What follows belongs to an exercise in optimizing a design on an open flow for small area and a short achievable clock period; a production flow would make more cautious choices. Only simulation tests tie the RTL to the original design; equivalence was not proved. Power and IR drop assume default switching activity.

// Microprocessor
module Microprocessor(
    input clk,
    input reset,                  
    input interrupt,
    input [7:0] data_in,          
    output [7:0] data_out,        
    output [7:0] pm_addr,         
    input [23:0] pm_data,         
    output dm_en,                 
    output dm_we,                 
    output [7:0] dm_addr,         
    output [7:0] dm_wdata,        
    input [7:0] dm_rdata          
    );
reg  [23:0] ins_prv;         
reg  [7:0]  pc_q;            
reg         rst_q;           
reg  [7:0]  ret_q;           
reg         int_q;           
reg         stall_q;         
reg         jt2, jt4;        
reg         ld1;             
reg  [4:0]  op_dec;
reg  [4:0]  RW_dec;
reg  [7:0]  imm;             
reg  [7:0]  AR, BR;          
reg  [4:0]  RW_ex, RW_dm;
reg  [7:0]  ans_ex, ex_out, ans_wb;
reg  [7:0]  dout_q, dm_data_q;
reg  [1:0]  flag_q;          
reg         mem_rw_ex, mem_en_ex, msel_ex, msel_dm;
reg  [7:0]  rf [0:31];
wire [23:0] ins_raw = stall_q ? ins_prv : pm_data;
wire [23:0] ins = reset ? ins_raw : 24'd0;
wire [4:0]  op = ins[23:19];
wire is_cj  = op[4] & op[3] & op[2];
wire is_jmp = (op == 5'b11000);
wire is_ret = (op == 5'b10000);
wire is_ld  = (op == 5'b10100);
wire is_hlt = (op == 5'b10001);
wire stall;
wire mask = is_jmp | is_cj | ld1;
wire [7:0] ret_addr;
  ...
export LEC_CHECK = 0
export CAP_MARGIN = 20
export CORE_MARGIN = 2
export CORE_UTILIZATION = 70
export CTS_BUF_LIST = sky130_fd_sc_hd__clkbuf_16
export CTS_CLUSTER_DIAMETER = 60
export CTS_CLUSTER_SIZE = 24
export SETUP_SLACK_MARGIN = 5.0
export SLEW_MARGIN = 20
export SYNTH_HIERARCHICAL = 1
create_clock -name core_clock -period 12.5 [get_ports {clk}]
run.sh (not shown) runs the stock make flow with config.mk's settings and CLKGATE_MAP_FILE= SYNTH_SCRIPT=/design/flow/synth_recipe.tcl, a recipe that flattens the netlist after the stock synthesis.
==> next run, changes <==
==> flow/flow/run.sh (new file) <==
#!/bin/bash
# The standard layout (the standard.sh with its standard synthesis), with two
# changes to how it is made:
#  - ports are buffered with buf_2 cells instead of the default delay-buffer cell,
#  - the resizer may swap a cell for one of another footprint,
#  - the resizer aims at a setup margin of 5.5 ns.
# The make output goes to flow_make.log; ORFS keeps each step's log under orfs/logs.
set -euo pipefail
bash standard.sh SETUP_SLACK_MARGIN=5.5 MATCH_CELL_FOOTPRINT=0 \
  "BUFFER_PORTS_ARGS=-buffer_cell sky130_fd_sc_hd__buf_2" finish > flow_make.log 2>&1
==> flow/standard.sh (new file) <==
#!/bin/bash
# synth_recipe.tcl (not shown) runs the flow's synth.tcl, then flattens the netlist and writes it again
# the make line also repeats each setting of config.mk as NAME=value (left out here)
make -C /OpenROAD-flow-scripts/flow DESIGN_CONFIG=/design/flow/config.mk WORK_HOME=/design/flow/orfs CLKGATE_MAP_FILE= SYNTH_SCRIPT=/design/flow/synth_recipe.tcl "${@:-finish}"
CTS_CLUSTER_DIAMETER = 80   (was 60)
CTS_CLUSTER_SIZE = 20   (was 24)
removed: flow/run.sh
The new run went through all stages and came out clean; clock skew grows by 0.017 ns; die area stays the same; design area went down by 3.3%; synthesized cell count stays the same; final cell count decreases by 0.80%; clock-buffer cell count went down by 4; worst hold slack is better by 0.0091 ns; utilization decreases by 2.7 points; critical path depth goes down by 1.
==> next run, changes <==
==> flow/flow/run.sh (replaced) <==
#!/bin/bash
# The standard layout (the standard.sh, standard synthesis), with these changes to
# how it is made:
#  - ports are buffered with buf_4 cells instead of the default delay-buffer cell,
#  - the resizer may swap a cell for one of another footprint,
set -euo pipefail
bash standard.sh SETUP_SLACK_MARGIN=6.0 MATCH_CELL_FOOTPRINT=0 \
  "BUFFER_PORTS_ARGS=-buffer_cell sky130_fd_sc_hd__buf_4" finish > flow_make.log 2>&1
CTS_BUF_LIST = unset   (was sky130_fd_sc_hd__clkbuf_16)
CTS_CLUSTER_DIAMETER = unset   (was 80)
CTS_CLUSTER_SIZE = unset   (was 20)
Power increases by about a fifth.
Die area is unchanged.
Combinational power increases slightly.
==> next run, changes <==
==> flow/flow/run.sh (replaced) <==
#!/bin/bash
# The standard layout (the standard.sh with its standard synthesis), with these
# changes to how it is made:
#  - ports are buffered with buf_1 cells instead of the default delay-buffer cell,
#  - the resizer may swap a cell for one of another footprint,
#  - clock tree synthesis inserts no dummy loads (clusters of at most 20 sinks).
# The make output goes to flow_make.log; ORFS keeps each step's log under orfs/logs.
set -euo pipefail
bash standard.sh MATCH_CELL_FOOTPRINT=0 \
  "BUFFER_PORTS_ARGS=-buffer_cell sky130_fd_sc_hd__buf_1" \
  "CTS_ARGS=-sink_clustering_enable -repair_clock_nets -sink_clustering_size 20 -sink_clustering_max_diameter 80 -buf_list sky130_fd_sc_hd__clkbuf_16 -dont_use_dummy_load" \
  finish > flow_make.log 2>&1
CORE_UTILIZATION = 75   (was 70)
CTS_BUF_LIST = sky130_fd_sc_hd__clkbuf_16   (was unset)
CTS_CLUSTER_DIAMETER = 80   (was unset)
CTS_CLUSTER_SIZE = 20   (was unset)
Die area decreases by 6.5%; first-iteration DRC count decreases by 0.85%; clock power decreases by 41%; area after synthesis does not change.

-- separate check: timing with driven ports --
The flow's constraints put no driver on any port. The routed layouts listed below were extracted and timed again, unchanged, in two steps. Step 1 assumes that a clkbuf_16 drives the clock port and a buf_2 every other input. Step 2 times the ports against the registers' clock, not the clock port: input delays grow and output delays shrink by t, the midpoint of the rising clock arrivals with the driver on. a / b / c = ideal ports / drivers / drivers and shift; a / b = the first two.
| run | shift t [ns] | setup slack, ns | worst hold slack (ns) | latest minus earliest clock arrival (ns) |
|---|---|---|---|---|
| the first run | 0.637 | 5.033 / 4.998 / 4.998 | 0.439 / 0.439 / 0.439 | 0.030 / 0.030 |
| the second run | 0.619 | 4.999 / 4.978 / 4.978 | 0.448 / 0.448 / 0.448 | 0.048 / 0.047 |
| the third run | 0.597 | 5.059 / 5.029 / 5.029 | 0.449 / 0.449 / 0.449 | 0.035 / 0.034 |
| the fourth run | 0.588 | 5.010 / 4.961 / 4.961 | 0.441 / 0.441 / 0.441 | 0.075 / 0.074 |
After both steps every run listed still meets setup and hold. The setup slack of the fourth run, which loses most, moves by -0.049 ns with the drivers and by -0.049 ns with both steps.
